From an optimization exercise on the open Yosys and OpenROAD flow, aimed at small area, a short achievable clock period and few clock cycles per item; shortcuts taken in it are not production practice. RTL that was checked went through simulation tests only; none was proved equivalent to the original. Power and IR drop assume default switching activity.

P:
// filter
module filter(
        input clock,
        input reset,
        input start,
        output reg done,
        input  [15:0] data_in,
        output reg [15:0] data_out
    );
Size: roughly 180 flip-flops.
==> flow/config.mk <==
export PLATFORM = sky130hd
export DESIGN_NAME = filter
export DESIGN_NICKNAME = filter
export VERILOG_FILES = /design/flow/design.v
export SDC_FILE = /design/flow/constraint.sdc
export NUM_CORES = 4
export LEC_CHECK = 0
export CAP_MARGIN = 20
export CORE_MARGIN = 2
export CORE_UTILIZATION = 40
export SLEW_MARGIN = 20
export SYNTH_HIERARCHICAL = 1
==> flow/constraint.sdc <==
create_clock -name core_clock -period 10.0 [get_ports {clock}]
set_input_delay 2.0000 -clock core_clock [delete_from_list [all_inputs] [get_ports {clock}]]
set_output_delay 2.0000 -clock core_clock [all_outputs]
set_load 0.01 [all_outputs]
run.sh (not shown) runs the stock make flow with config.mk's settings and CLKGATE_MAP_FILE= SYNTH_SCRIPT=/design/flow/synth_recipe.tcl, a recipe that flattens the netlist after the stock synthesis.
No stage failed in P, and the final checks on the layout all came back clean.
What S does differently from P at the input level:
--- a/flow/design.v
+++ b/flow/design.v
@@ -3,31 +3,27 @@
         input reset,
         input start,
         output reg done,
         input  [15:0] data_in,
         output reg [15:0] data_out
     );
     reg [15:0] h0, h1, h2, h3, h4, h5, h6;
     reg [23:0] p0;
     reg [23:0] p1;
-    wire ld   = start & ~reset;
-    wire hold = ~start & ~reset;
-    wire [111:0] hq = {h6, h5, h4, h3, h2, h1, h0};
-    wire [111:0] hn = {h5, h4, h3, h2, h1, h0, data_in};
-    wire [111:0] hd;
-    genvar gi;
-    generate
-        for (gi = 0; gi < 112; gi = gi + 1) begin : hsel
-            ao22 m (ld, hn[gi], hold, hq[gi], hd[gi]);
+    always @(posedge clock) begin
+        if (reset) begin
+            h0 <= 16'd0; h1 <= 16'd0; h2 <= 16'd0; h3 <= 16'd0;
+            h4 <= 16'd0; h5 <= 16'd0; h6 <= 16'd0;
+        end else if (start) begin
+            h0 <= data_in; h1 <= h0; h2 <= h1; h3 <= h2;
+            h4 <= h3; h5 <= h4; h6 <= h5;
         end
-    endgenerate
-    always @(posedge clock)
-        {h6, h5, h4, h3, h2, h1, h0} <= hd;
+    end
     wire s0, c0;
     fa u0 (h0[2], h0[3], h1[0], s0, c0);
     wire s1, c1;
     fa u1 (h0[3], h0[4], h1[1], s1, c1);
     wire s2, c2;
     fa u2 (h1[3], h1[5], h2[0], s2, c2);
     wire s3, c3;
     ha u3 (h2[3], h3[0], s3, c3);
     wire s4, c4;
@@ -553,35 +549,28 @@
     wire s263, c263;
     ha u263 (p0[22], p1[22], s263, c263);
     wire [23:0] r0 = {p0[23], c262, c261, c260, c259, c258, s258, c256, c255, c254, c253, c252, c251, c250, c249, c248, c247, c246, c245, c244, c243, c242, p1[1], p0[0]};
     wire [23:0] r1 = {c263, s263, s262, s261, s260, s259, c257, s257, s256, s255, s254, s253, s252, s251, s250, s249, s248, s247, s246, s245, s244, s243, s242, p1[0]};
     wire [23:0] y = r0 + r1;
     always @(posedge clock) begin
         p0 <= pn0;
         p1 <= pn1;
     end
-    reg dn;
-    wire ldo   = dn & ~reset;
-    wire holdo = ~dn & ~reset;
-    wire [15:0] od;
-    generate
-        for (gi = 0; gi < 16; gi = gi + 1) begin : osel
-            ao22 m (ldo, y[gi + 8], holdo, data_out[gi], od[gi]);
-        end
-    endgenerate
     always @(posedge clock) begin
-        done <= start & ~reset;
-        dn <= start & ~reset;
-        data_out <= od;
+        if (reset) begin
+            done <= 1'b0;
+            data_out <= 16'd0;
+        end else begin
+            done <= start;
+            if (done)
+                data_out <= y[23:8];
+        end
     end
 endmodule
 module fa(input a, input b, input c, output s, output co);
     assign s  = a ^ b ^ c;
     assign co = (a & b) | (a & c) | (b & c);
 endmodule
-module ao22(input a1, input a2, input b1, input b2, output y);
-    assign y = (a1 & a2) | (b1 & b2);
-endmodule
 module ha(input a, input b, output s, output co);
     assign s  = a ^ b;
     assign co = a & b;
 endmodule
Notes after the runs:
- When S is measured against P, its total length of routed wires turns out 1600 µm higher.
- The fraction of the core area covered by cells at the end of the flow of S falls short of that of P by 0.41 points.
- [diff] full die area, S relative to P: regression
- Compare S and P | area added between synthesis and finish higher: P
- Delta (S minus P): global routing usage on met3 about even; share of the clock period used by the worst path after layout went down 4.0 points; hold slack -4.0 ps; total routing resource utilization after global routing stayed essentially flat.
- Compared with P, S shows number of clock buffers in the layout higher by 4.
- The critical setup path kind comes out reg -> out in one run and in -> reg in the other, namely in S and P respectively.
- S ended up with sky130_fd_sc_hd__clkdlybuf4s50_1 as its critical path's slowest cell; P ended up with sky130_fd_sc_hd__buf_4.
Testbench counts of S, summed over its fixed seeds: cycles 2,064, samples 2,048.
The RTL of P was laid out without a check of its function.

* * *

run 1:
filter, a different RTL version from the one above (not shown whole).
For scale: roughly 900 cells after synthesis, ~210 flip-flops, ~36 I/O pins.
==> flow/config.mk <==
export PLATFORM = sky130hd
export DESIGN_NAME = filter
export DESIGN_NICKNAME = filter
export VERILOG_FILES = /design/flow/design.v
export SDC_FILE = /design/flow/constraint.sdc
export NUM_CORES = 4
export LEC_CHECK = 0
export CAP_MARGIN = 20
export CORE_MARGIN = 2
export CORE_UTILIZATION = 40
export SLEW_MARGIN = 20
export SYNTH_HIERARCHICAL = 1
==> flow/constraint.sdc <==
create_clock -name core_clock -period 10.0 [get_ports {clock}]
set_input_delay 2.0000 -clock core_clock [delete_from_list [all_inputs] [get_ports {clock}]]
set_output_delay 2.0000 -clock core_clock [all_outputs]
set_load 0.01 [all_outputs]
standard.sh (not shown) runs the stock make flow with config.mk's settings and CLKGATE_MAP_FILE= SYNTH_SCRIPT=/design/flow/synth_recipe.tcl, a recipe that flattens the netlist after the stock synthesis.
==> flow/flow/run.sh <==
#!/bin/bash
# Standard ORFS layout (the standard.sh) with two changes to how it is
# optimised: ports are buffered with a plain buffer instead of the default
# delay-buffer cell, and timing repair is asked for more setup margin than the
# 10 ns clock needs, so that it works on the achieved period.
set -euo pipefail
bash standard.sh SETUP_SLACK_MARGIN=6.8 "BUFFER_PORTS_ARGS=-buffer_cell sky130_fd_sc_hd__buf_2" finish > orfs_make.log 2>&1
### run 1 -> run 2
--- a/flow/design.v
+++ b/flow/design.v
@@ -2,49 +2,51 @@
         input clock,
         input reset,
         input start,
         output reg done,
         input  [15:0] data_in,
         output reg [15:0] data_out
     );
     reg [15:0] h0, h1, h2, h3, h4, h5, h6;
     reg [23:0] p0;
     reg [23:0] p1;
-    wire ld   = start & ~reset;
-    wire hold = ~start & ~reset;
+    wire [8:0] ld, hold;
     wire [111:0] hq = {h6, h5, h4, h3, h2, h1, h0};
     wire [111:0] hn = {h5, h4, h3, h2, h1, h0, data_in};
     wire [111:0] hd;
     genvar gi;
     generate
+        for (gi = 0; gi < 9; gi = gi + 1) begin : sel
+            selgen g (start, reset, ld[gi], hold[gi]);
+        end
         for (gi = 0; gi < 112; gi = gi + 1) begin : hsel
-            ao22 m (ld, hn[gi], hold, hq[gi], hd[gi]);
+            ao22 m (ld[gi / 16], hn[gi], hold[gi / 16], hq[gi], hd[gi]);
         end
     endgenerate
     always @(posedge clock)
         {h6, h5, h4, h3, h2, h1, h0} <= hd;
     reg  [16:0] pc;    
     wire [16:0] pc_n = {h0[15], h0} + {h3[15], h3};
     wire [16:0] pc_d;
     generate
         for (gi = 0; gi < 17; gi = gi + 1) begin : pcsel
-            ao22 m (ld, pc_n[gi], hold, pc[gi], pc_d[gi]);
+            ao22 m (ld[7], pc_n[gi], hold[7], pc[gi], pc_d[gi]);
         end
     endgenerate
     always @(posedge clock)
         pc <= pc_d;
     reg  [16:0] pd;    
     wire [16:0] pd_n = {h1[15], h1} + {h2[15], h2};
     wire [16:0] pd_d;
     generate
         for (gi = 0; gi < 17; gi = gi + 1) begin : pdsel
-            ao22 m (ld, pd_n[gi], hold, pd[gi], pd_d[gi]);
+            ao22 m (ld[8], pd_n[gi], hold[8], pd[gi], pd_d[gi]);
         end
     endgenerate
     always @(posedge clock)
         pd <= pd_d;
     wire s0, c0;
     ha u0 (h0[2], h0[3], s0, c0);
     wire s1, c1;
     fa u1 (h0[3], h0[4], h5[3], s1, c1);
     wire s2, c2;
     ha u2 (h5[4], h6[5], s2, c2);
@@ -411,17 +413,21 @@
     always @(posedge clock) begin
         done <= start & ~reset;
         dn <= start & ~reset;
         data_out <= od;
     end
 endmodule
 module fa(input a, input b, input c, output s, output co);
     assign s  = a ^ b ^ c;
     assign co = (a & b) | (a & c) | (b & c);
 endmodule
+module selgen(input start, input reset, output ld, output hold);
+    assign ld   = start & ~reset;
+    assign hold = ~start & ~reset;
+endmodule
 module ao22(input a1, input a2, input b1, input b2, output y);
     assign y = (a1 & a2) | (b1 & b2);
 endmodule
 module ha(input a, input b, output s, output co);
     assign s  = a ^ b;
     assign co = a & b;
 endmodule
Notes after the runs:
A startpoint-to-endpoint class of the critical path of flip-flop to flip-flop is what run 2 shows, while input port to flip-flop belongs to run 1.
Run 2 vs run 1 — transition time of the tightest slew-check pin rose 0.093 ns.
Going from run 1 to run 2, the post-synthesis instance area was found to have gone up by 2.2%.
Comparing basic-gate share of the synthesized area counting and, or, nand and nor cells for run 2 and run 1, the smaller number came from run 1.
From run 1 to run 2 the numbers moved as follows: total power went down; number of buffers inserted during clock tree synthesis went down; inverter count went down.
Diff run 1 -> run 2: number of standard cells in the final layout excluding fillers moved up; post-route minimum period moved up; post-route clock period utilization level; area after detailed placement moved up; proportion of cell area occupied by multi-input gates moved up.
Run 2 ends up with a setup slack that is 0.014 ns lower than in run 1.
Compared with run 1, run 2 shows a height of the die that is about 1% higher.
Testbench counts of run 2, summed over its fixed seeds: cycles 2,064, samples 2,048.
Only the layout flow was run in run 1; the RTL was not checked for function there.

## separate check: timing with driven ports
Ports are ideal in the flow. The routed layouts listed here were re-timed in OpenROAD. Step 1 assumes that a clkbuf_16 drives the clock port and a buf_2 every other input. Step 2 moves the port delays by t, midway between the first and last clock arrival at a register: inputs arrive t later, outputs are due t later. That takes back most of the time a late clock gives input paths. Three values: ideal, step 1, step 2; two values: the first two.
run	shift t [ns]	setup WS [ns]	worst setup path after step 2	cell pins on the clock port's net
P	0.482	6.002 / 6.032 / 5.550	input to register	1
S	0.476	6.405 / 6.358 / 6.043	input to register	1
run 1	0.568	6.916 / 6.932 / 6.364	input to register	1
run 2	0.571	6.902 / 6.902 / 6.365	input to register	1
After both steps setup and hold are still met in every run listed. For run 1, which loses most, drivers alone change the setup slack by +0.016 ns; drivers and shift together by -0.552 ns.
